This is an optimization exercise on Yosys and OpenROAD, whose aim is small area and a short achievable clock period, not a production implementation. No functional check of the RTL was part of any run shown here. Power is estimated from default activity; no workload was simulated.

`config.mk`:
```
export PLATFORM = sky130hd
export DESIGN_NAME = SCPU
export DESIGN_NICKNAME = SCPU
export VERILOG_FILES = /design/flow/design.v
export SDC_FILE = /design/flow/constraint.sdc
export NUM_CORES = 8
export LEC_CHECK = 0
export ABC_AREA = 1
export CAP_MARGIN = 20
export CORE_MARGIN = 2
export CORE_UTILIZATION = 40
export SETUP_SLACK_MARGIN = 5
export SLEW_MARGIN = 20
```
`constraint.sdc`:
```
create_clock -name core_clock -period 8.0 [get_ports {clk}]
set_input_delay 1.6000 -clock core_clock [delete_from_list [all_inputs] [get_ports {clk}]]
set_output_delay 1.6000 -clock core_clock [all_outputs]
set_load 0.01 [all_outputs]
```
`design.v`:
```
module SCPU(clk, rst_n, in_valid, instruction, MEM_out, busy, out_valid, out0, out1, out2, out3, out4, out5, out6, out7, out8, out9, out10, out11, out12, out13, out14, out15, WEN, ADDR, MEM_in);
input clk, rst_n, in_valid;
input [18:0] instruction;
input [15:0] MEM_out;
output busy, out_valid, WEN;
output [12:0] ADDR;
output [15:0] MEM_in;
output reg [15:0] out0, out1, out2, out3, out4, out5, out6, out7, out8, out9, out10, out11, out12, out13, out14, out15;
assign busy = 1'b0;
wire [15:0] rdA, rdB;
wire [3:0] s0_n, s10_n, s11_n;
wire c4_n, c80_n, c81_n;
wire [4:0] ahp1_n;
scpu_s1 u_s1(.r({out15, out14, out13, out12, out11, out10, out9, out8, out7, out6, out5, out4, out3, out2, out1, out0}), .ins(instruction), .rda(rdA), .rdb(rdB), .s0(s0_n), .c4(c4_n), .s10(s10_n), .c80(c80_n), .s11(s11_n), .c81(c81_n), .ahp1(ahp1_n));
reg v1, wen_r;
reg [2:0] op1;
reg [11:0] f1;
reg [15:0] A, B;
reg [3:0] s0_r, s10_r, s11_r;
reg c4_r, c80_r, c81_r;
reg [4:0] ahp1_r;
always @(posedge clk or negedge rst_n)
  if (!rst_n) begin v1 <= 1'b0; wen_r <= 1'b1; end
  else begin v1 <= in_valid; wen_r <= ~(in_valid & (instruction[18:16] == 3'd5)); end
always @(posedge clk) begin
  op1 <= instruction[18:16];
  f1 <= instruction[11:0];
  A <= rdA;
  B <= rdB;
  s0_r <= s0_n; s10_r <= s10_n; s11_r <= s11_n;
  c4_r <= c4_n; c80_r <= c80_n; c81_r <= c81_n;
  ahp1_r <= ahp1_n;
end
assign WEN = wen_r;
wire c8 = c80_r | (c4_r & c81_r);
assign ADDR = {c8 ? ahp1_r : A[12:8], c4_r ? s11_r : s10_r, s0_r};
assign MEM_in = B;
wire [61:0] mrow;
wire [15:0] r1_n;
wire r2b_n;
scpu_s2 u_s2(.a(A), .b(B), .op(op1), .f(f1[7:0]), .m(mrow), .r1(r1_n), .r2b(r2b_n));
reg v2, we1, we2, ld2, mul2, ov, r2b_r;
reg [3:0] d1, d2;
reg [15:0] r1_r;
reg q0_0, q0_1, q1_0, q2_0, q2_1, q3_0, q3_1, q4_0, q4_1, q5_0, q5_1, q6_0, q6_1, q7_0, q7_1, q8_0, q8_1, q9_0, q9_1, q10_0, q10_1, q11_0, q11_1, q12_0, q12_1, q13_0, q13_1, q14_0, q14_1, q15_0, q15_1, q16_0, q16_1, q17_0, q17_1, q18_0, q18_1, q19_0, q19_1, q20_0, q20_1, q21_0, q21_1, q22_0, q22_1, q23_0, q23_1, q24_0, q24_1, q25_0, q25_1, q26_0, q26_1, q27_0, q27_1, q28_0, q28_1, q29_0, q29_1, q30_0, q30_1, q31_0;
always @(posedge clk or negedge rst_n)
  if (!rst_n) begin v2 <= 1'b0; we1 <= 1'b0; we2 <= 1'b0; end
  else begin
    v2 <= v1;
    we1 <= v1 & (op1 != 3'd5);
    we2 <= v1 & ((op1 == 3'd1) | (op1 == 3'd2) | (op1 == 3'd7));
  end
always @(posedge clk) begin
  ld2 <= (op1 == 3'd6);
  mul2 <= (op1 == 3'd1);
  d1 <= ((op1 == 3'd3) | (op1 == 3'd4) | (op1 == 3'd6)) ? f1[11:8] : f1[7:4];
  d2 <= f1[3:0];
  r1_r <= r1_n;
  r2b_r <= r2b_n;
  q0_0 <= mrow[0];
  q0_1 <= mrow[1];
  q1_0 <= mrow[2];
  q2_0 <= mrow[3];
  q2_1 <= mrow[4];
  q3_0 <= mrow[5];
  q3_1 <= mrow[6];
  q4_0 <= mrow[7];
  q4_1 <= mrow[8];
  q5_0 <= mrow[9];
  q5_1 <= mrow[10];
  q6_0 <= mrow[11];
  q6_1 <= mrow[12];
  q7_0 <= mrow[13];
  q7_1 <= mrow[14];
  q8_0 <= mrow[15];
  q8_1 <= mrow[16];
  q9_0 <= mrow[17];
  q9_1 <= mrow[18];
  q10_0 <= mrow[19];
  q10_1 <= mrow[20];
  q11_0 <= mrow[21];
  q11_1 <= mrow[22];
  q12_0 <= mrow[23];
  q12_1 <= mrow[24];
  q13_0 <= mrow[25];
  q13_1 <= mrow[26];
  q14_0 <= mrow[27];
  q14_1 <= mrow[28];
  q15_0 <= mrow[29];
  q15_1 <= mrow[30];
  q16_0 <= mrow[31];
  q16_1 <= mrow[32];
  q17_0 <= mrow[33];
  q17_1 <= mrow[34];
  q18_0 <= mrow[35];
  q18_1 <= mrow[36];
  q19_0 <= mrow[37];
  q19_1 <= mrow[38];
  q20_0 <= mrow[39];
  q20_1 <= mrow[40];
  q21_0 <= mrow[41];
  q21_1 <= mrow[42];
  q22_0 <= mrow[43];
  q22_1 <= mrow[44];
  q23_0 <= mrow[45];
  q23_1 <= mrow[46];
  q24_0 <= mrow[47];
  q24_1 <= mrow[48];
  q25_0 <= mrow[49];
  q25_1 <= mrow[50];
  q26_0 <= mrow[51];
  q26_1 <= mrow[52];
  q27_0 <= mrow[53];
  q27_1 <= mrow[54];
  q28_0 <= mrow[55];
  q28_1 <= mrow[56];
  q29_0 <= mrow[57];
  q29_1 <= mrow[58];
  q30_0 <= mrow[59];
  q30_1 <= mrow[60];
  q31_0 <= mrow[61];
end
wire [255:0] nrf;
scpu_s3 u_s3(.q({q31_0, q30_1, q30_0, q29_1, q29_0, q28_1, q28_0, q27_1, q27_0, q26_1, q26_0, q25_1, q25_0, q24_1, q24_0, q23_1, q23_0, q22_1, q22_0, q21_1, q21_0, q20_1, q20_0, q19_1, q19_0, q18_1, q18_0, q17_1, q17_0, q16_1, q16_0, q15_1, q15_0, q14_1, q14_0, q13_1, q13_0, q12_1, q12_0, q11_1, q11_0, q10_1, q10_0, q9_1, q9_0, q8_1, q8_0, q7_1, q7_0, q6_1, q6_0, q5_1, q5_0, q4_1, q4_0, q3_1, q3_0, q2_1, q2_0, q1_0, q0_1, q0_0}), .r1(r1_r), .r2b(r2b_r), .mul(mul2), .ld(ld2), .we1(we1), .we2(we2), .d1(d1), .d2(d2), .mo(MEM_out), .r({out15, out14, out13, out12, out11, out10, out9, out8, out7, out6, out5, out4, out3, out2, out1, out0}), .nr(nrf));
assign out_valid = ov;
always @(posedge clk or negedge rst_n)
  if (!rst_n) begin
    ov <= 1'b0;
    out0 <= 16'd0;
    out1 <= 16'd0;
    out2 <= 16'd0;
    out3 <= 16'd0;
    out4 <= 16'd0;
    out5 <= 16'd0;
    out6 <= 16'd0;
    out7 <= 16'd0;
    out8 <= 16'd0;
    out9 <= 16'd0;
    out10 <= 16'd0;
    out11 <= 16'd0;
    out12 <= 16'd0;
    out13 <= 16'd0;
    out14 <= 16'd0;
    out15 <= 16'd0;
  end else begin
    ov <= v2;
    out0 <= nrf[15:0];
    out1 <= nrf[31:16];
    out2 <= nrf[47:32];
    out3 <= nrf[63:48];
    out4 <= nrf[79:64];
    out5 <= nrf[95:80];
    out6 <= nrf[111:96];
    out7 <= nrf[127:112];
    out8 <= nrf[143:128];
    out9 <= nrf[159:144];
    out10 <= nrf[175:160];
    out11 <= nrf[191:176];
    out12 <= nrf[207:192];
    out13 <= nrf[223:208];
    out14 <= nrf[239:224];
    out15 <= nrf[255:240];
  end
endmodule
module scpu_s1(r, ins, rda, rdb, s0, c4, s10, c80, s11, c81, ahp1);
input [255:0] r;
input [18:0] ins;
output [15:0] rda, rdb;
output [3:0] s0, s10, s11;
output c4, c80, c81;
output [4:0] ahp1;
wire [15:0] sa = 16'd1 << ins[15:12];
wire [15:0] sb = 16'd1 << ins[11:8];
reg [15:0] ta, tb;
integer i;
always @(*) begin
  ta = 16'd0; tb = 16'd0;
  for (i = 0; i < 16; i = i + 1) begin
    ta = ta | (r[16*i +: 16] & {16{sa[i]}});
    tb = tb | (r[16*i +: 16] & {16{sb[i]}});
  end
end
assign rda = ta;
assign rdb = tb;
wire [7:0] ag = ta[7:0] & ins[7:0];
wire [7:0] at = ta[7:0] | ins[7:0];
wire [7:0] ap = ta[7:0] ^ ins[7:0];
assign s0 = ap[3:0] ^ {(ag[0] & at[1] & at[2]) | (ag[1] & at[2]) | (ag[2]), (ag[0] & at[1]) | (ag[1]), (ag[0]), 1'b0};
assign c4 = (ag[0] & at[1] & at[2] & at[3]) | (ag[1] & at[2] & at[3]) | (ag[2] & at[3]) | (ag[3]);
assign s10 = ap[7:4] ^ {(ag[4] & at[5] & at[6]) | (ag[5] & at[6]) | (ag[6]), (ag[4] & at[5]) | (ag[5]), (ag[4]), 1'b0};
assign c80 = (ag[4] & at[5] & at[6] & at[7]) | (ag[5] & at[6] & at[7]) | (ag[6] & at[7]) | (ag[7]);
assign s11 = ap[7:4] ^ {(at[4] & at[5] & at[6]) | (ag[4] & at[5] & at[6]) | (ag[5] & at[6]) | (ag[6]), (at[4] & at[5]) | (ag[4] & at[5]) | (ag[5]), (at[4]) | (ag[4]), (1'b1)};
assign c81 = (at[4] & at[5] & at[6] & at[7]) | (ag[4] & at[5] & at[6] & at[7]) | (ag[5] & at[6] & at[7]) | (ag[6] & at[7]) | (ag[7]);
assign ahp1 = ta[12:8] + 5'd1;
endmodule
module scpu_s2(a, b, op, f, m, r1, r2b);
input [15:0] a, b;
input [2:0] op;
input [7:0] f;
output [61:0] m;
output [15:0] r1;
output r2b;
wire [16:0] bx = {b, 1'b0};
wire [16:0] ax = {a[15], a};
wire [7:0] one, two, ng, nsx;
assign one[0] = bx[1] ^ bx[0];
assign two[0] = (bx[2] & ~bx[1] & ~bx[0]) | (~bx[2] & bx[1] & bx[0]);
assign ng[0] = bx[2];
assign one[1] = bx[3] ^ bx[2];
assign two[1] = (bx[4] & ~bx[3] & ~bx[2]) | (~bx[4] & bx[3] & bx[2]);
assign ng[1] = bx[4];
assign one[2] = bx[5] ^ bx[4];
assign two[2] = (bx[6] & ~bx[5] & ~bx[4]) | (~bx[6] & bx[5] & bx[4]);
assign ng[2] = bx[6];
assign one[3] = bx[7] ^ bx[6];
assign two[3] = (bx[8] & ~bx[7] & ~bx[6]) | (~bx[8] & bx[7] & bx[6]);
assign ng[3] = bx[8];
assign one[4] = bx[9] ^ bx[8];
assign two[4] = (bx[10] & ~bx[9] & ~bx[8]) | (~bx[10] & bx[9] & bx[8]);
assign ng[4] = bx[10];
assign one[5] = bx[11] ^ bx[10];
assign two[5] = (bx[12] & ~bx[11] & ~bx[10]) | (~bx[12] & bx[11] & bx[10]);
assign ng[5] = bx[12];
assign one[6] = bx[13] ^ bx[12];
assign two[6] = (bx[14] & ~bx[13] & ~bx[12]) | (~bx[14] & bx[13] & bx[12]);
assign ng[6] = bx[14];
assign one[7] = bx[15] ^ bx[14];
assign two[7] = (bx[16] & ~bx[15] & ~bx[14]) | (~bx[16] & bx[15] & bx[14]);
assign ng[7] = bx[16];
wire [16:0] pp0 = (({17{one[0]}} & ax) | ({17{two[0]}} & {ax[15:0], 1'b0})) ^ {17{ng[0]}};
assign nsx[0] = ~pp0[16];
wire [16:0] pp1 = (({17{one[1]}} & ax) | ({17{two[1]}} & {ax[15:0], 1'b0})) ^ {17{ng[1]}};
assign nsx[1] = ~pp1[16];
wire [16:0] pp2 = (({17{one[2]}} & ax) | ({17{two[2]}} & {ax[15:0], 1'b0})) ^ {17{ng[2]}};
assign nsx[2] = ~pp2[16];
wire [16:0] pp3 = (({17{one[3]}} & ax) | ({17{two[3]}} & {ax[15:0], 1'b0})) ^ {17{ng[3]}};
assign nsx[3] = ~pp3[16];
wire [16:0] pp4 = (({17{one[4]}} & ax) | ({17{two[4]}} & {ax[15:0], 1'b0})) ^ {17{ng[4]}};
assign nsx[4] = ~pp4[16];
wire [16:0] pp5 = (({17{one[5]}} & ax) | ({17{two[5]}} & {ax[15:0], 1'b0})) ^ {17{ng[5]}};
assign nsx[5] = ~pp5[16];
wire [16:0] pp6 = (({17{one[6]}} & ax) | ({17{two[6]}} & {ax[15:0], 1'b0})) ^ {17{ng[6]}};
assign nsx[6] = ~pp6[16];
wire [16:0] pp7 = (({17{one[7]}} & ax) | ({17{two[7]}} & {ax[15:0], 1'b0})) ^ {17{ng[7]}};
assign nsx[7] = ~pp7[16];
wire mhs0, mhc0, mhs1, mhc1, mfs0, mfc0, mhs2, mhc2, mfs1, mfc1, mhs3, mhc3, mfs2, mfc2, mfs3, mfc3, mhs4, mhc4, mfs4, mfc4, mfs5, mfc5, mhs5, mhc5, mfs6, mfc6, mfs7, mfc7, mhs6, mhc6, mfs8, mfc8, mfs9, mfc9, mhs7, mhc7, mfs10, mfc10, mfs11, mfc11, mhs8, mhc8, mfs12, mfc12, mfs13, mfc13, mfs14, mfc14, mhs9, mhc9, mhs10, mhc10, mhs11, mhc11, mfs15, mfc15, mhs12, mhc12, mfs16, mfc16, mhs13, mhc13, mfs17, mfc17, mfs18, mfc18, mfs19, mfc19, mfs20, mfc20, mfs21, mfc21, mfs22, mfc22, mfs23, mfc23, mfs24, mfc24, mfs25, mfc25, mfs26, mfc26, mfs27, mfc27, mfs28, mfc28, mfs29, mfc29, mfs30, mfc30, mfs31, mfc31, mfs32, mfc32, mfs33, mfc33, mfs34, mfc34, mfs35, mfc35, mfs36, mfc36, mfs37, mfc37, mfs38, mfc38, mfs39, mfc39, mfs40, mfc40, mfs41, mfc41, mfs42, mfc42, mfs43, mfc43, mhs14, mhc14, mfs44, mfc44, mhs15, mhc15, mhs16, mhc16, mhs17, mhc17, mfs45, mfc45, mfs46, mfc46, mfs47, mfc47, mfs48, mfc48, mfs49, mfc49, mfs50, mfc50, mfs51, mfc51, mfs52, mfc52, mfs53, mfc53, mfs54, mfc54, mfs55, mfc55, mfs56, mfc56, mfs57, mfc57, mfs58, mfc58, mfs59, mfc59, mfs60, mfc60, mfs61, mfc61, mfs62, mfc62, mfs63, mfc63, mfs64, mfc64, mfs65, mfc65, mhs18, mhc18, mhs19, mhc19, mhs20, mhc20, mfs66, mfc66, mfs67, mfc67, mfs68, mfc68, mfs69, mfc69, mfs70, mfc70, mfs71, mfc71, mfs72, mfc72, mfs73, mfc73, mfs74, mfc74, mfs75, mfc75, mfs76, mfc76, mfs77, mfc77, mfs78, mfc78, mfs79, mfc79, mfs80, mfc80, mfs81, mfc81, mfs82, mfc82, mfs83, mfc83, mfs84, mfc84, mfs85, mfc85, mfs86, mfc86, mfs87, mfc87, mfs88, mfc88, mfs89, mfc89, mfs90, mfc90, mhs21, mhc21;
assign mhs0 = pp0[10] ^ pp1[8];
assign mhc0 = pp0[10] & pp1[8];
assign mhs1 = pp0[11] ^ pp1[9];
assign mhc1 = pp0[11] & pp1[9];
assign mfs0 = pp0[12] ^ pp1[10] ^ pp2[8];
assign mfc0 = (pp0[12] & pp1[10]) | (pp0[12] & pp2[8]) | (pp1[10] & pp2[8]);
assign mhs2 = pp3[6] ^ pp4[4];
assign mhc2 = pp3[6] & pp4[4];
assign mfs1 = pp0[13] ^ pp1[11] ^ pp2[9];
assign mfc1 = (pp0[13] & pp1[11]) | (pp0[13] & pp2[9]) | (pp1[11] & pp2[9]);
assign mhs3 = pp3[7] ^ pp4[5];
assign mhc3 = pp3[7] & pp4[5];
assign mfs2 = pp0[14] ^ pp1[12] ^ pp2[10];
assign mfc2 = (pp0[14] & pp1[12]) | (pp0[14] & pp2[10]) | (pp1[12] & pp2[10]);
assign mfs3 = pp3[8] ^ pp4[6] ^ pp5[4];
assign mfc3 = (pp3[8] & pp4[6]) | (pp3[8] & pp5[4]) | (pp4[6] & pp5[4]);
assign mhs4 = pp6[2] ^ pp7[0];
assign mhc4 = pp6[2] & pp7[0];
assign mfs4 = pp0[15] ^ pp1[13] ^ pp2[11];
assign mfc4 = (pp0[15] & pp1[13]) | (pp0[15] & pp2[11]) | (pp1[13] & pp2[11]);
assign mfs5 = pp3[9] ^ pp4[7] ^ pp5[5];
assign mfc5 = (pp3[9] & pp4[7]) | (pp3[9] & pp5[5]) | (pp4[7] & pp5[5]);
assign mhs5 = pp6[3] ^ pp7[1];
assign mhc5 = pp6[3] & pp7[1];
assign mfs6 = pp0[16] ^ pp1[14] ^ pp2[12];
assign mfc6 = (pp0[16] & pp1[14]) | (pp0[16] & pp2[12]) | (pp1[14] & pp2[12]);
assign mfs7 = pp3[10] ^ pp4[8] ^ pp5[6];
assign mfc7 = (pp3[10] & pp4[8]) | (pp3[10] & pp5[6]) | (pp4[8] & pp5[6]);
assign mhs6 = pp6[4] ^ pp7[2];
assign mhc6 = pp6[4] & pp7[2];
assign mfs8 = pp0[16] ^ pp1[15] ^ pp2[13];
assign mfc8 = (pp0[16] & pp1[15]) | (pp0[16] & pp2[13]) | (pp1[15] & pp2[13]);
assign mfs9 = pp3[11] ^ pp4[9] ^ pp5[7];
assign mfc9 = (pp3[11] & pp4[9]) | (pp3[11] & pp5[7]) | (pp4[9] & pp5[7]);
assign mhs7 = pp6[5] ^ pp7[3];
assign mhc7 = pp6[5] & pp7[3];
assign mfs10 = nsx[0] ^ nsx[1] ^ pp2[14];
assign mfc10 = (nsx[0] & nsx[1]) | (nsx[0] & pp2[14]) | (nsx[1] & pp2[14]);
assign mfs11 = pp3[12] ^ pp4[10] ^ pp5[8];
assign mfc11 = (pp3[12] & pp4[10]) | (pp3[12] & pp5[8]) | (pp4[10] & pp5[8]);
assign mhs8 = pp6[6] ^ pp7[4];
assign mhc8 = pp6[6] & pp7[4];
assign mfs12 = 1'b1 ^ pp2[15] ^ pp3[13];
assign mfc12 = (1'b1 & pp2[15]) | (1'b1 & pp3[13]) | (pp2[15] & pp3[13]);
assign mfs13 = pp4[11] ^ pp5[9] ^ pp6[7];
assign mfc13 = (pp4[11] & pp5[9]) | (pp4[11] & pp6[7]) | (pp5[9] & pp6[7]);
assign mfs14 = nsx[2] ^ pp3[14] ^ pp4[12];
assign mfc14 = (nsx[2] & pp3[14]) | (nsx[2] & pp4[12]) | (pp3[14] & pp4[12]);
assign mhs9 = 1'b1 ^ pp3[15];
assign mhc9 = 1'b1 & pp3[15];
assign mhs10 = pp0[6] ^ pp1[4];
assign mhc10 = pp0[6] & pp1[4];
assign mhs11 = pp0[7] ^ pp1[5];
assign mhc11 = pp0[7] & pp1[5];
assign mfs15 = pp0[8] ^ pp1[6] ^ pp2[4];
assign mfc15 = (pp0[8] & pp1[6]) | (pp0[8] & pp2[4]) | (pp1[6] & pp2[4]);
assign mhs12 = pp3[2] ^ pp4[0];
assign mhc12 = pp3[2] & pp4[0];
assign mfs16 = pp0[9] ^ pp1[7] ^ pp2[5];
assign mfc16 = (pp0[9] & pp1[7]) | (pp0[9] & pp2[5]) | (pp1[7] & pp2[5]);
assign mhs13 = pp3[3] ^ pp4[1];
assign mhc13 = pp3[3] & pp4[1];
assign mfs17 = pp2[6] ^ pp3[4] ^ pp4[2];
assign mfc17 = (pp2[6] & pp3[4]) | (pp2[6] & pp4[2]) | (pp3[4] & pp4[2]);
assign mfs18 = pp5[0] ^ ng[5] ^ mhs0;
assign mfc18 = (pp5[0] & ng[5]) | (pp5[0] & mhs0) | (ng[5] & mhs0);
assign mfs19 = pp2[7] ^ pp3[5] ^ pp4[3];
assign mfc19 = (pp2[7] & pp3[5]) | (pp2[7] & pp4[3]) | (pp3[5] & pp4[3]);
assign mfs20 = pp5[1] ^ mhc0 ^ mhs1;
assign mfc20 = (pp5[1] & mhc0) | (pp5[1] & mhs1) | (mhc0 & mhs1);
assign mfs21 = pp5[2] ^ pp6[0] ^ ng[6];
assign mfc21 = (pp5[2] & pp6[0]) | (pp5[2] & ng[6]) | (pp6[0] & ng[6]);
assign mfs22 = mhc1 ^ mfs0 ^ mhs2;
assign mfc22 = (mhc1 & mfs0) | (mhc1 & mhs2) | (mfs0 & mhs2);
assign mfs23 = pp5[3] ^ pp6[1] ^ mfc0;
assign mfc23 = (pp5[3] & pp6[1]) | (pp5[3] & mfc0) | (pp6[1] & mfc0);
assign mfs24 = mhc2 ^ mfs1 ^ mhs3;
assign mfc24 = (mhc2 & mfs1) | (mhc2 & mhs3) | (mfs1 & mhs3);
assign mfs25 = ng[7] ^ mfc1 ^ mhc3;
assign mfc25 = (ng[7] & mfc1) | (ng[7] & mhc3) | (mfc1 & mhc3);
assign mfs26 = mfs2 ^ mfs3 ^ mhs4;
assign mfc26 = (mfs2 & mfs3) | (mfs2 & mhs4) | (mfs3 & mhs4);
assign mfs27 = mfc2 ^ mfc3 ^ mhc4;
assign mfc27 = (mfc2 & mfc3) | (mfc2 & mhc4) | (mfc3 & mhc4);
assign mfs28 = mfs4 ^ mfs5 ^ mhs5;
assign mfc28 = (mfs4 & mfs5) | (mfs4 & mhs5) | (mfs5 & mhs5);
assign mfs29 = mfc4 ^ mfc5 ^ mhc5;
assign mfc29 = (mfc4 & mfc5) | (mfc4 & mhc5) | (mfc5 & mhc5);
assign mfs30 = mfs6 ^ mfs7 ^ mhs6;
assign mfc30 = (mfs6 & mfs7) | (mfs6 & mhs6) | (mfs7 & mhs6);
assign mfs31 = mfc6 ^ mfc7 ^ mhc6;
assign mfc31 = (mfc6 & mfc7) | (mfc6 & mhc6) | (mfc7 & mhc6);
assign mfs32 = mfs8 ^ mfs9 ^ mhs7;
assign mfc32 = (mfs8 & mfs9) | (mfs8 & mhs7) | (mfs9 & mhs7);
assign mfs33 = mfc8 ^ mfc9 ^ mhc7;
assign mfc33 = (mfc8 & mfc9) | (mfc8 & mhc7) | (mfc9 & mhc7);
assign mfs34 = mfs10 ^ mfs11 ^ mhs8;
assign mfc34 = (mfs10 & mfs11) | (mfs10 & mhs8) | (mfs11 & mhs8);
assign mfs35 = pp7[5] ^ mfc10 ^ mfc11;
assign mfc35 = (pp7[5] & mfc10) | (pp7[5] & mfc11) | (mfc10 & mfc11);
assign mfs36 = mhc8 ^ mfs12 ^ mfs13;
assign mfc36 = (mhc8 & mfs12) | (mhc8 & mfs13) | (mfs12 & mfs13);
assign mfs37 = pp5[10] ^ pp6[8] ^ pp7[6];
assign mfc37 = (pp5[10] & pp6[8]) | (pp5[10] & pp7[6]) | (pp6[8] & pp7[6]);
assign mfs38 = mfc12 ^ mfc13 ^ mfs14;
assign mfc38 = (mfc12 & mfc13) | (mfc12 & mfs14) | (mfc13 & mfs14);
assign mfs39 = pp4[13] ^ pp5[11] ^ pp6[9];
assign mfc39 = (pp4[13] & pp5[11]) | (pp4[13] & pp6[9]) | (pp5[11] & pp6[9]);
assign mfs40 = pp7[7] ^ mfc14 ^ mhs9;
assign mfc40 = (pp7[7] & mfc14) | (pp7[7] & mhs9) | (mfc14 & mhs9);
assign mfs41 = nsx[3] ^ pp4[14] ^ pp5[12];
assign mfc41 = (nsx[3] & pp4[14]) | (nsx[3] & pp5[12]) | (pp4[14] & pp5[12]);
assign mfs42 = pp6[10] ^ pp7[8] ^ mhc9;
assign mfc42 = (pp6[10] & pp7[8]) | (pp6[10] & mhc9) | (pp7[8] & mhc9);
assign mfs43 = 1'b1 ^ pp4[15] ^ pp5[13];
assign mfc43 = (1'b1 & pp4[15]) | (1'b1 & pp5[13]) | (pp4[15] & pp5[13]);
assign mhs14 = pp6[11] ^ pp7[9];
assign mhc14 = pp6[11] & pp7[9];
assign mfs44 = nsx[4] ^ pp5[14] ^ pp6[12];
assign mfc44 = (nsx[4] & pp5[14]) | (nsx[4] & pp6[12]) | (pp5[14] & pp6[12]);
assign mhs15 = 1'b1 ^ pp5[15];
assign mhc15 = 1'b1 & pp5[15];
assign mhs16 = pp0[4] ^ pp1[2];
assign mhc16 = pp0[4] & pp1[2];
assign mhs17 = pp0[5] ^ pp1[3];
assign mhc17 = pp0[5] & pp1[3];
assign mfs45 = pp2[2] ^ pp3[0] ^ ng[3];
assign mfc45 = (pp2[2] & pp3[0]) | (pp2[2] & ng[3]) | (pp3[0] & ng[3]);
assign mfs46 = pp2[3] ^ pp3[1] ^ mhc10;
assign mfc46 = (pp2[3] & pp3[1]) | (pp2[3] & mhc10) | (pp3[1] & mhc10);
assign mfs47 = ng[4] ^ mhc11 ^ mfs15;
assign mfc47 = (ng[4] & mhc11) | (ng[4] & mfs15) | (mhc11 & mfs15);
assign mfs48 = mfc15 ^ mhc12 ^ mfs16;
assign mfc48 = (mfc15 & mhc12) | (mfc15 & mfs16) | (mhc12 & mfs16);
assign mfs49 = mfc16 ^ mhc13 ^ mfs17;
assign mfc49 = (mfc16 & mhc13) | (mfc16 & mfs17) | (mhc13 & mfs17);
assign mfs50 = mfc17 ^ mfc18 ^ mfs19;
assign mfc50 = (mfc17 & mfc18) | (mfc17 & mfs19) | (mfc18 & mfs19);
assign mfs51 = mfc19 ^ mfc20 ^ mfs21;
assign mfc51 = (mfc19 & mfc20) | (mfc19 & mfs21) | (mfc20 & mfs21);
assign mfs52 = mfc21 ^ mfc22 ^ mfs23;
assign mfc52 = (mfc21 & mfc22) | (mfc21 & mfs23) | (mfc22 & mfs23);
assign mfs53 = mfc23 ^ mfc24 ^ mfs25;
assign mfc53 = (mfc23 & mfc24) | (mfc23 & mfs25) | (mfc24 & mfs25);
assign mfs54 = mfc25 ^ mfc26 ^ mfs27;
assign mfc54 = (mfc25 & mfc26) | (mfc25 & mfs27) | (mfc26 & mfs27);
assign mfs55 = mfc27 ^ mfc28 ^ mfs29;
assign mfc55 = (mfc27 & mfc28) | (mfc27 & mfs29) | (mfc28 & mfs29);
assign mfs56 = mfc29 ^ mfc30 ^ mfs31;
assign mfc56 = (mfc29 & mfc30) | (mfc29 & mfs31) | (mfc30 & mfs31);
assign mfs57 = mfc31 ^ mfc32 ^ mfs33;
assign mfc57 = (mfc31 & mfc32) | (mfc31 & mfs33) | (mfc32 & mfs33);
assign mfs58 = mfc33 ^ mfc34 ^ mfs35;
assign mfc58 = (mfc33 & mfc34) | (mfc33 & mfs35) | (mfc34 & mfs35);
assign mfs59 = mfc35 ^ mfc36 ^ mfs37;
assign mfc59 = (mfc35 & mfc36) | (mfc35 & mfs37) | (mfc36 & mfs37);
assign mfs60 = mfc37 ^ mfc38 ^ mfs39;
assign mfc60 = (mfc37 & mfc38) | (mfc37 & mfs39) | (mfc38 & mfs39);
assign mfs61 = mfc39 ^ mfc40 ^ mfs41;
assign mfc61 = (mfc39 & mfc40) | (mfc39 & mfs41) | (mfc40 & mfs41);
assign mfs62 = mfc41 ^ mfc42 ^ mfs43;
assign mfc62 = (mfc41 & mfc42) | (mfc41 & mfs43) | (mfc42 & mfs43);
assign mfs63 = pp7[10] ^ mfc43 ^ mhc14;
assign mfc63 = (pp7[10] & mfc43) | (pp7[10] & mhc14) | (mfc43 & mhc14);
assign mfs64 = pp6[13] ^ pp7[11] ^ mfc44;
assign mfc64 = (pp6[13] & pp7[11]) | (pp6[13] & mfc44) | (pp7[11] & mfc44);
assign mfs65 = nsx[5] ^ pp6[14] ^ pp7[12];
assign mfc65 = (nsx[5] & pp6[14]) | (nsx[5] & pp7[12]) | (pp6[14] & pp7[12]);
assign mhs18 = 1'b1 ^ pp6[15];
assign mhc18 = 1'b1 & pp6[15];
assign mhs19 = pp0[2] ^ pp1[0];
assign mhc19 = pp0[2] & pp1[0];
assign mhs20 = pp0[3] ^ pp1[1];
assign mhc20 = pp0[3] & pp1[1];
assign mfs66 = pp2[0] ^ ng[2] ^ mhs16;
assign mfc66 = (pp2[0] & ng[2]) | (pp2[0] & mhs16) | (ng[2] & mhs16);
assign mfs67 = pp2[1] ^ mhc16 ^ mhs17;
assign mfc67 = (pp2[1] & mhc16) | (pp2[1] & mhs17) | (mhc16 & mhs17);
assign mfs68 = mhs10 ^ mhc17 ^ mfs45;
assign mfc68 = (mhs10 & mhc17) | (mhs10 & mfs45) | (mhc17 & mfs45);
assign mfs69 = mhs11 ^ mfc45 ^ mfs46;
assign mfc69 = (mhs11 & mfc45) | (mhs11 & mfs46) | (mfc45 & mfs46);
assign mfs70 = mhs12 ^ mfc46 ^ mfs47;
assign mfc70 = (mhs12 & mfc46) | (mhs12 & mfs47) | (mfc46 & mfs47);
assign mfs71 = mhs13 ^ mfc47 ^ mfs48;
assign mfc71 = (mhs13 & mfc47) | (mhs13 & mfs48) | (mfc47 & mfs48);
assign mfs72 = mfs18 ^ mfc48 ^ mfs49;
assign mfc72 = (mfs18 & mfc48) | (mfs18 & mfs49) | (mfc48 & mfs49);
assign mfs73 = mfs20 ^ mfc49 ^ mfs50;
assign mfc73 = (mfs20 & mfc49) | (mfs20 & mfs50) | (mfc49 & mfs50);
assign mfs74 = mfs22 ^ mfc50 ^ mfs51;
assign mfc74 = (mfs22 & mfc50) | (mfs22 & mfs51) | (mfc50 & mfs51);
assign mfs75 = mfs24 ^ mfc51 ^ mfs52;
assign mfc75 = (mfs24 & mfc51) | (mfs24 & mfs52) | (mfc51 & mfs52);
assign mfs76 = mfs26 ^ mfc52 ^ mfs53;
assign mfc76 = (mfs26 & mfc52) | (mfs26 & mfs53) | (mfc52 & mfs53);
assign mfs77 = mfs28 ^ mfc53 ^ mfs54;
assign mfc77 = (mfs28 & mfc53) | (mfs28 & mfs54) | (mfc53 & mfs54);
assign mfs78 = mfs30 ^ mfc54 ^ mfs55;
assign mfc78 = (mfs30 & mfc54) | (mfs30 & mfs55) | (mfc54 & mfs55);
assign mfs79 = mfs32 ^ mfc55 ^ mfs56;
assign mfc79 = (mfs32 & mfc55) | (mfs32 & mfs56) | (mfc55 & mfs56);
assign mfs80 = mfs34 ^ mfc56 ^ mfs57;
assign mfc80 = (mfs34 & mfc56) | (mfs34 & mfs57) | (mfc56 & mfs57);
assign mfs81 = mfs36 ^ mfc57 ^ mfs58;
assign mfc81 = (mfs36 & mfc57) | (mfs36 & mfs58) | (mfc57 & mfs58);
assign mfs82 = mfs38 ^ mfc58 ^ mfs59;
assign mfc82 = (mfs38 & mfc58) | (mfs38 & mfs59) | (mfc58 & mfs59);
assign mfs83 = mfs40 ^ mfc59 ^ mfs60;
assign mfc83 = (mfs40 & mfc59) | (mfs40 & mfs60) | (mfc59 & mfs60);
assign mfs84 = mfs42 ^ mfc60 ^ mfs61;
assign mfc84 = (mfs42 & mfc60) | (mfs42 & mfs61) | (mfc60 & mfs61);
assign mfs85 = mhs14 ^ mfc61 ^ mfs62;
assign mfc85 = (mhs14 & mfc61) | (mhs14 & mfs62) | (mfc61 & mfs62);
assign mfs86 = mfs44 ^ mfc62 ^ mfs63;
assign mfc86 = (mfs44 & mfc62) | (mfs44 & mfs63) | (mfc62 & mfs63);
assign mfs87 = mhs15 ^ mfc63 ^ mfs64;
assign mfc87 = (mhs15 & mfc63) | (mhs15 & mfs64) | (mfc63 & mfs64);
assign mfs88 = mhc15 ^ mfc64 ^ mfs65;
assign mfc88 = (mhc15 & mfc64) | (mhc15 & mfs65) | (mfc64 & mfs65);
assign mfs89 = pp7[13] ^ mfc65 ^ mhs18;
assign mfc89 = (pp7[13] & mfc65) | (pp7[13] & mhs18) | (mfc65 & mhs18);
assign mfs90 = nsx[6] ^ pp7[14] ^ mhc18;
assign mfc90 = (nsx[6] & pp7[14]) | (nsx[6] & mhc18) | (pp7[14] & mhc18);
assign mhs21 = 1'b1 ^ pp7[15];
assign mhc21 = 1'b1 & pp7[15];
assign m = {1'b1, mhc21, nsx[7], mhs21, mfc90, mfs90, mfc89, mfs89, mfc88, mfs88, mfc87, mfs87, mfc86, mfs86, mfc85, mfs85, mfc84, mfs84, mfc83, mfs83, mfc82, mfs82, mfc81, mfs81, mfc80, mfs80, mfc79, mfs79, mfc78, mfs78, mfc77, mfs77, mfc76, mfs76, mfc75, mfs75, mfc74, mfs74, mfc73, mfs73, mfc72, mfs72, mfc71, mfs71, mfc70, mfs70, mfc69, mfs69, mfc68, mfs68, mfc67, mfs67, mfc66, mfs66, mhc20, mhs20, mhc19, mhs19, ng[1], pp0[1], ng[0], pp0[0]};
wire [3:0] func = f[3:0];
wire sub = ((op == 3'd0) & (func == 4'd4)) | (op == 3'd4);
wire [15:0] y0 = (op == 3'd0) ? b : {{8{f[7]}}, f};
wire [15:0] sum = a + (y0 ^ {16{sub}}) + {15'd0, sub};
wire eq = (a == b);
wire signed [15:0] sa = a, sb = b;
wire lt = (sa < sb);
wire cmp = (op == 3'd2) ? eq : lt;
reg [15:0] t;
always @(*) begin
  t = 16'd0;
  case (op)
    3'd0: case (func)
            4'd0: t = a & b;
            4'd1: t = a | b;
            4'd2: t = a ^ b;
            4'd3, 4'd4: t = sum;
            default: t = 16'd0;
          endcase
    3'd3, 3'd4: t = sum;
    default: t = {15'd0, cmp};
  endcase
end
assign r1 = t;
assign r2b = ~cmp;
endmodule
module scpu_s3(q, r1, r2b, mul, ld, we1, we2, d1, d2, mo, r, nr);
input [61:0] q;
input [15:0] r1, mo;
input r2b, mul, ld, we1, we2;
input [3:0] d1, d2;
input [255:0] r;
output [255:0] nr;
wire q0_0 = q[0];
wire q0_1 = q[1];
wire q1_0 = q[2];
wire q2_0 = q[3];
wire q2_1 = q[4];
wire q3_0 = q[5];
wire q3_1 = q[6];
wire q4_0 = q[7];
wire q4_1 = q[8];
wire q5_0 = q[9];
wire q5_1 = q[10];
wire q6_0 = q[11];
wire q6_1 = q[12];
wire q7_0 = q[13];
wire q7_1 = q[14];
wire q8_0 = q[15];
wire q8_1 = q[16];
wire q9_0 = q[17];
wire q9_1 = q[18];
wire q10_0 = q[19];
wire q10_1 = q[20];
wire q11_0 = q[21];
wire q11_1 = q[22];
wire q12_0 = q[23];
wire q12_1 = q[24];
wire q13_0 = q[25];
wire q13_1 = q[26];
wire q14_0 = q[27];
wire q14_1 = q[28];
wire q15_0 = q[29];
wire q15_1 = q[30];
wire q16_0 = q[31];
wire q16_1 = q[32];
wire q17_0 = q[33];
wire q17_1 = q[34];
wire q18_0 = q[35];
wire q18_1 = q[36];
wire q19_0 = q[37];
wire q19_1 = q[38];
wire q20_0 = q[39];
wire q20_1 = q[40];
wire q21_0 = q[41];
wire q21_1 = q[42];
wire q22_0 = q[43];
wire q22_1 = q[44];
wire q23_0 = q[45];
wire q23_1 = q[46];
wire q24_0 = q[47];
wire q24_1 = q[48];
wire q25_0 = q[49];
wire q25_1 = q[50];
wire q26_0 = q[51];
wire q26_1 = q[52];
wire q27_0 = q[53];
wire q27_1 = q[54];
wire q28_0 = q[55];
wire q28_1 = q[56];
wire q29_0 = q[57];
wire q29_1 = q[58];
wire q30_0 = q[59];
wire q30_1 = q[60];
wire q31_0 = q[61];
wire [31:0] fs = {q31_0, q30_0, q29_0, q28_0, q27_0, q26_0, q25_0, q24_0, q23_0, q22_0, q21_0, q20_0, q19_0, q18_0, q17_0, q16_0, q15_0, q14_0, q13_0, q12_0, q11_0, q10_0, q9_0, q8_0, q7_0, q6_0, q5_0, q4_0, q3_0, q2_0, q1_0, q0_0};
wire [31:0] fc = {1'b0, q30_1, q29_1, q28_1, q27_1, q26_1, q25_1, q24_1, q23_1, q22_1, q21_1, q20_1, q19_1, q18_1, q17_1, q16_1, q15_1, q14_1, q13_1, q12_1, q11_1, q10_1, q9_1, q8_1, q7_1, q6_1, q5_1, q4_1, q3_1, q2_1, 1'b0, q0_1};
wire [31:0] p = fs + fc;
wire [15:0] x1 = ld ? mo : r1;
wire [15:0] w1 = mul ? p[31:16] : x1;
wire [15:0] w2 = mul ? p[15:0] : {15'd0, r2b};
genvar g;
generate for (g = 0; g < 16; g = g + 1) begin : wb
  assign nr[16*g +: 16] = (we2 && d2 == g) ? w2 : (we1 && d1 == g) ? w1 : r[16*g +: 16];
end endgenerate
endmodule
```
`flow/run.sh`:
```
#!/bin/bash
set -euo pipefail
bash standard.sh "BUFFER_PORTS_ARGS=-buffer_cell sky130_fd_sc_hd__buf_1" finish > standard.log 2>&1
```
`standard.sh`:
```
#!/bin/bash
# synth_recipe.tcl (not shown) runs the flow's synth.tcl, then flattens the netlist and writes it again
# the make line also repeats each setting of config.mk as NAME=value (left out here)
make -C /OpenROAD-flow-scripts/flow DESIGN_CONFIG=/design/flow/config.mk WORK_HOME=/design/flow/orfs CLKGATE_MAP_FILE= SYNTH_SCRIPT=/design/flow/synth_recipe.tcl "${@:-finish}"
```
==> impl_metrics.csv, run 1 <==
group,metric,value,unit
global_routing,grt_pass1_wl,222000,microns
route,drtIter0Drc,4182,
global_routing,grt-ovfl-total,0,
route,drcViolationCount,0,
sta,finalHoldViolCount,0,
setup_path,required,8480,ps
floorplan,dieHeight,273,microns
setup_path,max_stage_delay,520,ps
setup_path,cp-start-kind,"flop",
place,hpwl,118000,microns
synthesis,syn-num-nets,4247,
global_routing,grt_pass1_vias,30533,
route,antenna_left,0,
power_and_ir_drop,switchingPower,10600,uW
synthesis,synth_edf_count,0,
setup_path,cp_top_family,"adder cells",
status,status,"timing/DRC/antenna clean",
final_layout,fillCellCount,7109,
place,gp_congestion,1.07,
sta,final-setup-viol-count,0,
sta,worst_pin_slew,1230,ps
power_and_ir_drop,vdd_ir_drop_max,0.900,mV
hold_path,hold_class,"reg2reg",
clock_tree,cts_num_sinks,417,
synthesis,syn_avg_cell_area,7.27,sq um
global_routing,antenna_found_initial,4,
sta,fin_crit_sh,42.7,%
final_layout,regArea,9770,sq um
synthesis,ys.flop_type,"dfrtp_1",
setup_path,crit_arrival,3890,ps
clock_tree,clk_pin_slew,60,ps
route,routed_wl,160000,microns
power_and_ir_drop,p_leak,0.0168,uW
clock_tree,h-tree-depth,2,
synthesis,synth_area,29000,sq um
setup_path,path_class,"reg2reg",
sta,rsz0062_at_grt,"yes",
synthesis,synth-adder-area-share,11.6,%
floorplan,die_w,273,microns
floorplan,initial_core_util,40.5,%
setup_path,cpMostUsedCell,"fa_2",
floorplan,core.rowCount,98,
power_and_ir_drop,p_comb_share,64.0,%
setup_path,critPathCaptureType,"flop",
sta,slew_headroom,17.9,%
synthesis,synth.area.top_cells,"dfrtp_1 (22%), nand2_1 (13%), dfxtp_1 (11%), inv_1 (6.9%), fa_1 (6.1%)",
final_layout,drive_gt1_share,17.4,%
synthesis,ys_warn_count,3,
place,io_buffers,324,
synthesis,syn_inst,3992,
route,wl_per_cell,29.4,microns
power_and_ir_drop,power.share.sequential,24.6,%
power_and_ir_drop,clkPwrFrac,11.4,%
route,via_per_inst,5.99,
synthesis,ys_ff_latch,417,
sta,setup-tns-final,0,ps
clock_tree,hold_buffers,0,
final_layout,multi_input_area,17900,sq um
global_routing,grt_max_degree,158,
synthesis,synth_xor_area_share,4.58,%
setup_path,crit_path_max_fanout,5,
synthesis,synth_top_area_cell,"dfrtp_1",
sta,slew_viol_final,0,
synthesis,synthSimpleGateAreaFrac,23.4,%
synthesis,muxShareOfSynthArea,0.263,%
synthesis,synth-compound-area-share,16.5,%
clock_tree,root_buffer,"clkbuf_16",
flow_run,cap_violations,0,
sta,post-route-min-period,3410,ps
power_and_ir_drop,swShare,52.8,%
synthesis,synth-async-reset-ratio,62.8,%
synthesis,synth_top_family_by_area,"simple AND/OR/NAND/NOR gates",
route,drt_pass1_iterations,8,
clock_tree,cts_buffer_depth,3,
setup_path,crit_buf_inv,5,
sta,worst_clock_skew,19.6,ps
power_and_ir_drop,internal_power,9480,uW
floorplan,ioPinCount,326,
setup_path,critical_path.slowest_cell,"fa_2",
clock_tree,numCtsBuffers,48,
floorplan,dieArea,74800,sq um
floorplan,fp.coreArea,71700,sq um
power_and_ir_drop,power_density,549,nW/um^2
clock_tree,insertion_delay,610,ps
global_routing,gr-usage-all-layers,41.5,%
synthesis,ys_seq_area_share,33.3,%
setup_path,cp_cell_sequence,"clkinvlp_4 > o21ai_4 > buf_6 > o22ai_2 > xor2_1 > fa_2 > inv_1 > fa_2 > inv_2 > fa_2 > inv_2 > fa_2",
clock_tree,cts_tree,"done",
sta,whs,346,ps
synthesis,synth_top_area_share,22.5,%
route,via_count,32603,
setup_path,rrSetupSlack,4590,ps
sta,max_freq,293,MHz
final_layout,syn2layout_area_growth,26.2,%
synthesis,yosysUniqueCellTypes,65,
final_layout,fin_nets,4704,
==> final cells by class <==
cell class                 instances  share of cell area, %
clock inverter                    21                  0.553
antenna                            1                0.00683
tap                              950                   3.24
multi-input combinational       2833                   48.9
sequential                       417                   26.7
clock buffer                      69                   3.77
timing repair inverter             1                 0.0137
inverter                         580                   6.85
timing repair buffer             568                   10.0
==> per-layer routing <==
layer	GRT usage (%)	part of all wire, %	vias to the layer above	routed length [microns]
li1	-	-	13909	-
met1	52.3	37	15623	59700
met2	62.9	43	2443	68700
met3	10.9	12	626	19000
met4	26.5	7.9	2	12700
met5	0	0.011	-	18
==> logic make-up after synthesis <==
logic type / count (synthesis)
buf+inv: 747
compound gates: 789
simple gates: 1662
other cells: 1
flops: 417
xor+xnor: 152
fa+ha+maj: 217
mux: 7
==> cells in the mapped netlist (all sizes together), types with 2 or more instances <==
master,number
buf,92
xor2,137
o22ai,268
nand3b,6
nand2,1019
nand4,33
a211oi,23
or2,9
o211ai,8
a21oi,211
nor4,7
dfrtp,261
nor2,413
mux2i,2
o21a,10
o21ai,175
a21o,3
a221o,2
fa,88
o2111ai,12
clkbuf,75
a22oi,6
mux2,5
ha,129
o2bb2ai,2
a221oi,50
clkinv,24
and2,3
nor3,43
xnor2,15
a21boi,4
nand3,128
o221ai,2
o21bai,8
dfxtp,155
inv,556
==> power groups by stage <==
stage	sequential (uW)	clock [uW]	combinational, uW
after floorplan	4180	0	7470
after global placement	4870	0	11200
after detailed placement	4830	0	11400
after CTS	4800	2300	12200
after global routing	4890	2380	14200
final	4950	2290	12900
==> timing repair <==
action	in CTS	in global routing
setup endpoints to repair	142	151
gates cloned	4	3
setup buffers	126	67
pin swaps	60	63
resized for setup	258	192
==> stage by stage <==
stage / total power (uW) / std cells / setup slack, ps / cell area (sq um) / utilization, %
after floorplan: 11600 / 3992 / 4570 / 29800 / -
final: 20100 / 5440 / 4590 / 36600 / 51.1
after global routing: 21500 / 5439 / 4540 / 36600 / 51.1
after detailed placement: 16200 / 5148 / 3300 / 31700 / 44.2
after CTS: 19300 / 5368 / 4690 / 35300 / 49.2
after global placement: 16100 / 5147 / 3240 / 31700 / 44.1
==> worst register-to-register path, cell delays in order (launching register included) <==
cell,delay [ps]
dfxtp_4,450
clkinvlp_4,270
o21ai_4,320
buf_6,140
o22ai_2,50
xor2_1,170
fa_2,520
inv_1,50
fa_2,330
inv_2,70
fa_2,420
inv_2,60
fa_2,440
==> placed cells by master (no fill, tap or decap), types with 32 or more instances in the layout <==
master,n
a21oi_1,204
a221oi_1,45
buf_1,304
buf_4,182
buf_6,45
clkbuf_16,50
dfrtp_1,251
dfxtp_1,124
fa_1,44
fa_2,44
ha_1,120
inv_1,485
inv_2,38
nand2_1,970
nand2_2,32
nand3_1,96
nand4_1,33
nor2_1,381
o21ai_0,134
o22ai_1,219
o22ai_2,45
xor2_1,131
==> final timing paths <==
kind                            start         to  cells after the start
worst max-delay path             B[7]      q15_1                     12
worst min-delay path               v2         ov                      0
worst max register to register   B[7]      q15_1                     12
worst min register to register     v2         ov                      0
max in group asynchronous       rst_n  out15[13]                      2
min in group asynchronous       rst_n   out7[10]                      1
==> run 2: changes to the inputs <==
--- a/design.v
+++ b/design.v
@@ -574,6 +574,17 @@
 wire [15:0] w2 = mul ? p[15:0] : {15'd0, r2b};
 genvar g;
 generate for (g = 0; g < 16; g = g + 1) begin : wb
-  assign nr[16*g +: 16] = (we2 && d2 == g) ? w2 : (we1 && d1 == g) ? w1 : r[16*g +: 16];
+  wire s2 = we2 && d2 == g;
+  wire s1 = we1 && d1 == g && !s2;
+  wire h = !(s1 | s2);
+  genvar k;
+  for (k = 0; k < 16; k = k + 1) begin : bt
+    scpu_wbit u(.s2(s2), .w2(w2[k]), .s1(s1), .w1(w1[k]), .h(h), .q(r[16*g+k]), .d(nr[16*g+k]));
+  end
 end endgenerate
 endmodule
+module scpu_wbit(s2, w2, s1, w1, h, q, d);
+input s2, w2, s1, w1, h, q;
+output d;
+assign d = (s2 & w2) | (s1 & w1) | (h & q);
+endmodule
--- a/config.mk
+++ b/config.mk
@@ -9,5 +9,9 @@
 export CAP_MARGIN = 20
 export CORE_MARGIN = 2
 export CORE_UTILIZATION = 40
+export CTS_CLUSTER_DIAMETER = 100
+export CTS_CLUSTER_SIZE = 25
 export SETUP_SLACK_MARGIN = 5
 export SLEW_MARGIN = 20
+export SYNTH_HIERARCHICAL = 1
+export SYNTH_MINIMUM_KEEP_SIZE = 0
==> run 2 against run 1 <==
Effect of this change: maximum frequency up 1.4%; register-to-register slack better by 50 ps; largest power group unchanged; sequential power up 2%; global-route usage grew 0.10 points; critical path type unchanged.
==> impl_metrics.csv, run 2 <==
group,metric,value,unit
floorplan,fp.coreArea,73000,sq um
synthesis,ys_ff_latch,418,
hold_path,hold_class,"reg2reg",
sta,slew_viol_final,0,
flow_run,cap_violations,0,
floorplan,die_w,275,microns
power_and_ir_drop,p_leak,0.0167,uW
sta,setup-tns-final,0,ps
final_layout,syn2layout_area_growth,23.3,%
floorplan,dieArea,75900,sq um
sta,fin_crit_sh,42.1,%
sta,slew_headroom,12.9,%
setup_path,required,8550,ps
clock_tree,clk_pin_slew,110,ps
clock_tree,insertion_delay,640,ps
synthesis,synth_top_area_cell,"dfrtp_1",
setup_path,cp-start-kind,"flop",
global_routing,grt_pass1_wl,226000,microns
route,drcViolationCount,0,
synthesis,syn_inst,4147,
status,status,"timing/DRC/antenna clean",
setup_path,crit_start,"B[3]",
setup_path,r2r-start,"B[3]",
clock_tree,cts_buffer_depth,3,
synthesis,syn-num-nets,4405,
global_routing,grt_pass1_vias,30589,
setup_path,critPathCaptureType,"flop",
synthesis,synth.area.top_cells,"dfrtp_1 (22%), nand2_1 (19%), dfxtp_1 (11%), nand3_1 (6.5%), fa_1 (6.0%)",
synthesis,synth_edf_count,0,
final_layout,final_common_cell,"nand2_1",
final_layout,fin_nets,4859,
clock_tree,root_buffer,"clkbuf_16",
final_layout,drive_gt1_share,17.4,%
clock_tree,cts_tree,"done",
synthesis,ys.flop_type,"dfrtp_1",
synthesis,yosysUniqueCellTypes,57,
clock_tree,h-tree-depth,1,
route,antenna_left,0,
route,drtIter0Drc,4246,
route,drt_pass1_iterations,7,
sta,rsz0062_at_grt,"yes",
power_and_ir_drop,vdd_ir_drop_max,1.80,mV
clock_tree,numCtsBuffers,25,
synthesis,synth_area,29500,sq um
power_and_ir_drop,power_density,513,nW/um^2
global_routing,gr-usage-all-layers,41.6,%
global_routing,grt_max_degree,155,
synthesis,synth-async-reset-ratio,62.7,%
synthesis,ys_warn_count,9,
clock_tree,cts_num_sinks,418,
place,placed_area,32100,sq um
sta,final-setup-viol-count,0,
final_layout,final_area,36400,sq um
floorplan,core.rowCount,99,
setup_path,crit_path_max_fanout,6,
final_layout,utilization,49.8,%
place,gp_congestion,1.04,
sta,post-route-min-period,3370,ps
synthesis,ys_seq_area_share,32.8,%
final_layout,final_cell_mix,"nand2_1 (1,442), nand3_1 (364), inv_1 (341), buf_1 (296), dfrtp_1 (210)",
route,via_count,33199,
setup_path,reg2reg_depth,11,
place,io_buffers,324,
floorplan,dieHeight,275,microns
floorplan,ioPinCount,326,
global_routing,grt-ovfl-total,0,
setup_path,path_class,"reg2reg",
route,via_per_inst,5.95,
setup_path,worstReg2RegEnd,"q15_1",
sta,max_freq,297,MHz
setup_path,rrSetupSlack,4630,ps
synthesis,yosysMostFrequentCell,"nand2_1",
route,routed_wl,162000,microns
setup_path,crit_arrival,3920,ps
place,hpwl,119000,microns
sta,finalHoldViolCount,0,
route,wl_per_cell,29.0,microns
global_routing,antenna_found_initial,6,
synthesis,synth_top_area_share,22.2,%
synthesis,synth_common_cells,"nand2_1 (1,490), inv_1 (387), nand3_1 (384)",
synthesis,syn_avg_cell_area,7.11,sq um
sta,worst_pin_slew,1310,ps
hold_path,hold_path_depth,0,
floorplan,initial_core_util,40.4,%
setup_path,critPathCapture,"q15_1",
sta,worst_clock_skew,53.0,ps
-- run 2: cell types whose count changed after synthesis, moves of 52 or more --
cell,delta
inv_1,-150
nand4_1,+54
nand3_1,+274
buf_4,+52
nor2_1,-166
o22ai_1,-115
a21oi_1,-117
nand2_1,+481
-- run 2: per-module statistics from Yosys, one instance, submodules excluded --
module / area [sq um] / flops+latches / cells / copies in the design
SCPU: 9970 / 418 / 480 / 1
scpu_s3: 3080 / 0 / 674 / 1
scpu_s1: 4550 / 0 / 930 / 1
scpu_s2: 7710 / 0 / 1039 / 1
scpu_wbit: 16.3 / 0 / 4 / 256
-- run 2: critical path: stages, from the launching register on --
cell and delay, ps:
dfxtp_4 530, nor2_4 120, o21ai_4 300, buf_6 150, o22ai_2 50, xor2_1 160
fa_2 350, inv_2 60, fa_1 440, fa_1 530, inv_2 40, fa_2 510
-- run 2: worst min-delay path by stage --
| stage | from | to |
|---|---|---|
| final | v2 | ov |
| after global routing | v2 | ov |
| after CTS | v2 | ov |
| after detailed placement | v2 | ov |
| after global placement | v2 | ov |
| after floorplan | v2 | ov |
-- run 2: timing repair --
action | 4_1_cts | 5_1_grt
buffers inserted | 165 | 38
pin swaps | 74 | 77
hold buffers | 0 | 0
hold endpoints to repair | 0 | 0
setup endpoints to repair | 212 | 160
gates resized for setup | 292 | 185
cloned | 5 | 0
-- run 2: per-stage QoR --
| step | cells | power, uW | hold slack [ps] | worst slack, ps |
|---|---|---|---|---|
| after floorplan | 4147 | 13800 | 331 | 4660 |
| after global placement | 5324 | 15500 | 345 | 3220 |
| after detailed placement | 5325 | 15700 | 336 | 3190 |
| after CTS | 5540 | 17900 | 355 | 4680 |
| after global routing | 5578 | 19900 | 367 | 4570 |
| final | 5579 | 18600 | 363 | 4630 |
-- run 2: cell families after synthesis --
family,synth area share [%]
AOI/OAI and AO/OA,9.65
xor gates and xnor gates,4.61
adders and majority gates,11.6
buffers and inverters,8.75
DFF,32.8
muxes,0.0340
other,0.0255
and+or+nand+nor,32.5
-- run 2: power by group --
group	switching, uW	internal [uW]	total, uW
combinational	7520	4590	12100
clock	875	622	1500
sequential	1810	3220	5030
total	10200	8430	18600
-- run 2: cell type report --
class | instances | area (sq um)
timing repair buffer | 589 | 3810
antenna | 1 | 2.50
inverter | 434 | 1890
tap | 959 | 1200
clock inverter | 12 | 165
fill | 7267 | 36600
multi-input combinational | 3131 | 18800
sequential | 418 | 9830
clock buffer | 33 | 656
timing repair inverter | 2 | 13.8
-- run 2: routing by layer --
metal,up-vias,GRT usage (%),wire [microns]
met1,15941,51.8,60000
li1,14328,-,-
met2,2288,66.2,72300
met3,634,9.50,16900
met5,-,0,46
met4,8,23.8,12800

==> static timing again, ports no longer ideal <==
How much do the figures lean on ideal ports? The routed layouts below were timed once more, with nothing changed but the port constraints. Step 1, drivers: a clkbuf_16 drives clk and a buf_2 each remaining input, both assumed. Step 2 also shifts input and output timing later by t, the mid clock arrival at the registers, as if the neighbouring blocks saw the same clock. Three values: ideal ports, drivers, drivers and shift; two values: the first two.
run	shift t [ns]	slack for setup (ns)	slew at the worst register clock pin (ns)
run 1	0.669	4.588 / 4.588 / 4.232	0.07 / 0.07
run 2	0.688	4.633 / 4.633 / 4.128	0.11 / 0.11
After both steps every run listed still meets setup and hold. The setup slack of run 2, which loses most, moves by 0.000 ns with the drivers and by -0.505 ns with both steps.
